This design comes from an exercise in tuning for small area on the open sky130 flow, not from production work. In this exercise RTL edits were held to simulation tests only and were not proved equivalent to the original.

run 1:
Design Top, start of the top module:
module Top(
	input i_clk,
	input i_rst,
	input i_start,
	input [31:0] i_init,
	output [3:0] o_random_out,
	output o_idle
);
  localparam M = 20;
  logic [31:0] s;
  logic        c;
  logic        raw;
  logic        idle;
  logic [8:0]  r;
  logic [5:0]  q;
  logic [3:0]  show;
  assign o_random_out = show;
  assign o_idle = idle;
  wire [31:0] ns = ~s;
  wire        nc = ~c;
  wire        hi_ones = &s[30:M];
  wire        a = s[31] ^ (c & hi_ones);
  wire        ones = (&s[M-1:1]) & (&s[30:M+1]) & (s[M] ^ c);
  wire        corner = ones & (s[0] | a);
  wire        e1  = a & ~raw;
  wire        ne1 = ~e1;
  wire        t31 = raw ? s[31] : (c & hi_ones);
  wire [31:0] prod;
  wire        prod_c;
  wire ys1 = ~(ns[0] ^ e1);
  wire yc2 = ns[0] | e1;
  wire ys3 = ns[1] ^ e1 ^ yc2;
  wire yc4 = (ns[1] & e1) | (yc2 & (ns[1] ^ e1));
  wire ys5 = ns[2] ^ e1 ^ yc4;
  wire yc6 = (ns[2] & e1) | (yc4 & (ns[2] ^ e1));
  wire ys7 = s[0] ^ ns[3] ^ yc6;
  wire yc8 = (s[0] & ns[3]) | (yc6 & (s[0] ^ ns[3]));
  wire ys9 = s[1] ^ ns[4] ^ yc8;
  wire yc10 = (s[1] & ns[4]) | (yc8 & (s[1] ^ ns[4]));
  wire ys11 = s[2] ^ ns[5] ^ yc10;
  wire yc12 = (s[2] & ns[5]) | (yc10 & (s[2] ^ ns[5]));
  ...
Size in the first run: roughly 350 cells after synthesis, ~40 I/O pins, about 4500 sq um of cells after synthesis.
Settings: LEC_CHECK=0, CAP_MARGIN=20, CORE_MARGIN=2, CORE_UTILIZATION=40, GPL_TIMING_DRIVEN=0, SLEW_MARGIN=20; clock period 12.0 ns.
standard.sh (not shown) runs the stock make flow with config.mk's settings and CLKGATE_MAP_FILE= SYNTH_SCRIPT=/design/flow/synth_recipe.tcl, a recipe that flattens the netlist after the stock synthesis.
==> flow/flow/run.sh <==
#!/bin/bash
# Layout flow: the standard synthesis, then a netlist pass (flow/fixinv.py)
# that sets cells to their smallest drive strength and removes inverters
# around full adders (function unchanged, registers untouched), then the
# standard ORFS flow with minimum-size port buffers and a clock tree
# without dummy balancing loads; the buffers ABC inserted are removed at
# floorplan (the repair steps add buffers where needed).
set -euo pipefail
R=orfs/results/${FLOW_PLATFORM}/Top/base
LIB=${FLOW_HOME}/platforms/${FLOW_PLATFORM}/lib/sky130_fd_sc_hd__tt_025C_1v80.lib
bash standard.sh synth > synth_make.log 2>&1
python3 flow/fixinv.py "$R/1_2_yosys.v" "$R/1_2_yosys.fixinv.v" --downsize "$LIB" > fixinv.log 2>&1
cp "$R/1_2_yosys.v" "$R/1_2_yosys.orig.v"
cp "$R/1_2_yosys.fixinv.v" "$R/1_2_yosys.v"
rm -f "$R/1_synth.odb" "$R/1_synth.sdc"
export BUFFER_PORTS_ARGS="-buffer_cell sky130_fd_sc_hd__buf_1"
export REMOVE_ABC_BUFFERS=1
export CTS_ARGS="-sink_clustering_enable -repair_clock_nets -dont_use_dummy_load -buf_list sky130_fd_sc_hd__clkbuf_8"
bash standard.sh finish > layout_make.log 2>&1
Other scripts of this flow, unchanged in this note and not shown: flow/flow/fixinv.py
Here is what was changed in the inputs of run 2 compared with run 1.
--- a/flow/flow/run.sh
+++ b/flow/flow/run.sh
@@ -5,4 +5,3 @@
 # standard ORFS flow with minimum-size port buffers and a clock tree
-# without dummy balancing loads; the buffers ABC inserted are removed at
-# floorplan (the repair steps add buffers where needed).
+# without dummy balancing loads.
 set -euo pipefail
@@ -16,3 +15,2 @@
 export BUFFER_PORTS_ARGS="-buffer_cell sky130_fd_sc_hd__buf_1"
-export REMOVE_ABC_BUFFERS=1
 export CTS_ARGS="-sink_clustering_enable -repair_clock_nets -dont_use_dummy_load -buf_list sky130_fd_sc_hd__clkbuf_8"
--- outcome ---
Global-route usage over all layers is lower on run 1. Run 2 vs run 1 — last weighted congestion value of the routability-driven placer climbed by a few percent. On sequential share of cell area, run 2 and run 1 are neck and neck. Looking at final cell count across run 2 and run 1, the one that comes out lower is run 1.
What run 3 does differently from run 2 at the input level:
--- a/flow/flow/run.sh
+++ b/flow/flow/run.sh
@@ -15,3 +15,3 @@
 export BUFFER_PORTS_ARGS="-buffer_cell sky130_fd_sc_hd__buf_1"
-export CTS_ARGS="-sink_clustering_enable -repair_clock_nets -dont_use_dummy_load -buf_list sky130_fd_sc_hd__clkbuf_8"
+export CTS_ARGS="-sink_clustering_enable -sink_clustering_size 20 -sink_clustering_max_diameter 100 -repair_clock_nets -dont_use_dummy_load -buf_list sky130_fd_sc_hd__clkbuf_8"
 bash standard.sh finish > layout_make.log 2>&1
[compare] base=run 2 new=run 3: floorplan die area essentially unchanged; buffering overhead essentially unchanged.
Run 3 -> run 2: area of the core delta 0, exact match
Changes in run 4 relative to run 3:
--- a/flow/flow/run.sh
+++ b/flow/flow/run.sh
@@ -5,3 +5,4 @@
 # standard ORFS flow with minimum-size port buffers and a clock tree
-# without dummy balancing loads.
+# without dummy balancing loads; the buffers ABC inserted are removed at
+# floorplan (the repair steps add buffers where needed).
 set -euo pipefail
@@ -15,3 +16,4 @@
 export BUFFER_PORTS_ARGS="-buffer_cell sky130_fd_sc_hd__buf_1"
-export CTS_ARGS="-sink_clustering_enable -sink_clustering_size 20 -sink_clustering_max_diameter 100 -repair_clock_nets -dont_use_dummy_load -buf_list sky130_fd_sc_hd__clkbuf_8"
+export REMOVE_ABC_BUFFERS=1
+export CTS_ARGS="-sink_clustering_enable -sink_clustering_size 60 -sink_clustering_max_diameter 500 -repair_clock_nets -dont_use_dummy_load -buf_list sky130_fd_sc_hd__clkbuf_16"
 bash standard.sh finish > layout_make.log 2>&1
## What came out
Diff run 3 -> run 4: actual slew at the worst max-slew pin increased 59 ps; combined global-route utilization of all metal layers decreased 1.4 points; area overhead of the layout relative to synthesis picked up an extra 1.1 points.
Compared to run 3, run 4 has non-clock buffer count 9 lower.
Relative to run 3, run 4 improves via count.
### run 4 -> run 5
--- a/flow/flow/run.sh
+++ b/flow/flow/run.sh
@@ -17,3 +17,3 @@
 export REMOVE_ABC_BUFFERS=1
-export CTS_ARGS="-sink_clustering_enable -sink_clustering_size 60 -sink_clustering_max_diameter 500 -repair_clock_nets -dont_use_dummy_load -buf_list sky130_fd_sc_hd__clkbuf_16"
+export CTS_ARGS="-sink_clustering_enable -sink_clustering_size 30 -sink_clustering_max_diameter 300 -repair_clock_nets -dont_use_dummy_load -buf_list sky130_fd_sc_hd__clkbuf_8"
 bash standard.sh finish > layout_make.log 2>&1
### Flow results
Run 5 was carried through to the last stage, and its layout satisfied the timing, design-rule and antenna checks. Compared with run 4, run 5 has less setup slack. Compared with run 4, in run 5 highest cell delay on the worst timing path stayed essentially flat, worst clock skew closely matched the old numbers. Of run 5 and run 4, it is run 5 that has the lower sum of met3 wire segment lengths after detailed routing.

## separate check: timing with driven ports
In the flow no input, the clock included, has a driving cell. The finished layouts below were timed again as built, in two steps. Step 1: set_driving_cell puts a clkbuf_16 on i_clk and a buf_2 on each other input, an assumption about the parent block. Step 2, shift: input delay + t, output delay - t, t = (earliest + latest rising clock arrival at the registers) / 2. This alone moves slack from input paths to output paths. a / b / c = no drivers / after step 1 / after step 2; a / b = the first two.
run | shift t [ns] | slack for setup (ns) | hold WS [ns] | slew at the worst register clock pin (ns) | cell pins on the clock port's net
run 1 | 0.337 | 2.278 / 2.278 / 2.278 | 0.460 / 0.460 / 0.460 | 0.11 / 0.11 | 1
run 2 | 0.342 | 2.240 / 2.240 / 2.240 | 0.453 / 0.453 / 0.453 | 0.12 / 0.12 | 1
run 3 | 0.342 | 2.240 / 2.240 / 2.240 | 0.453 / 0.453 / 0.453 | 0.12 / 0.12 | 1
run 4 | 0.328 | 2.284 / 2.284 / 2.284 | 0.454 / 0.454 / 0.454 | 0.08 / 0.08 | 1
run 5 | 0.337 | 2.278 / 2.278 / 2.278 | 0.460 / 0.460 / 0.460 | 0.11 / 0.11 | 1
After both steps setup and hold are still met in every run listed.
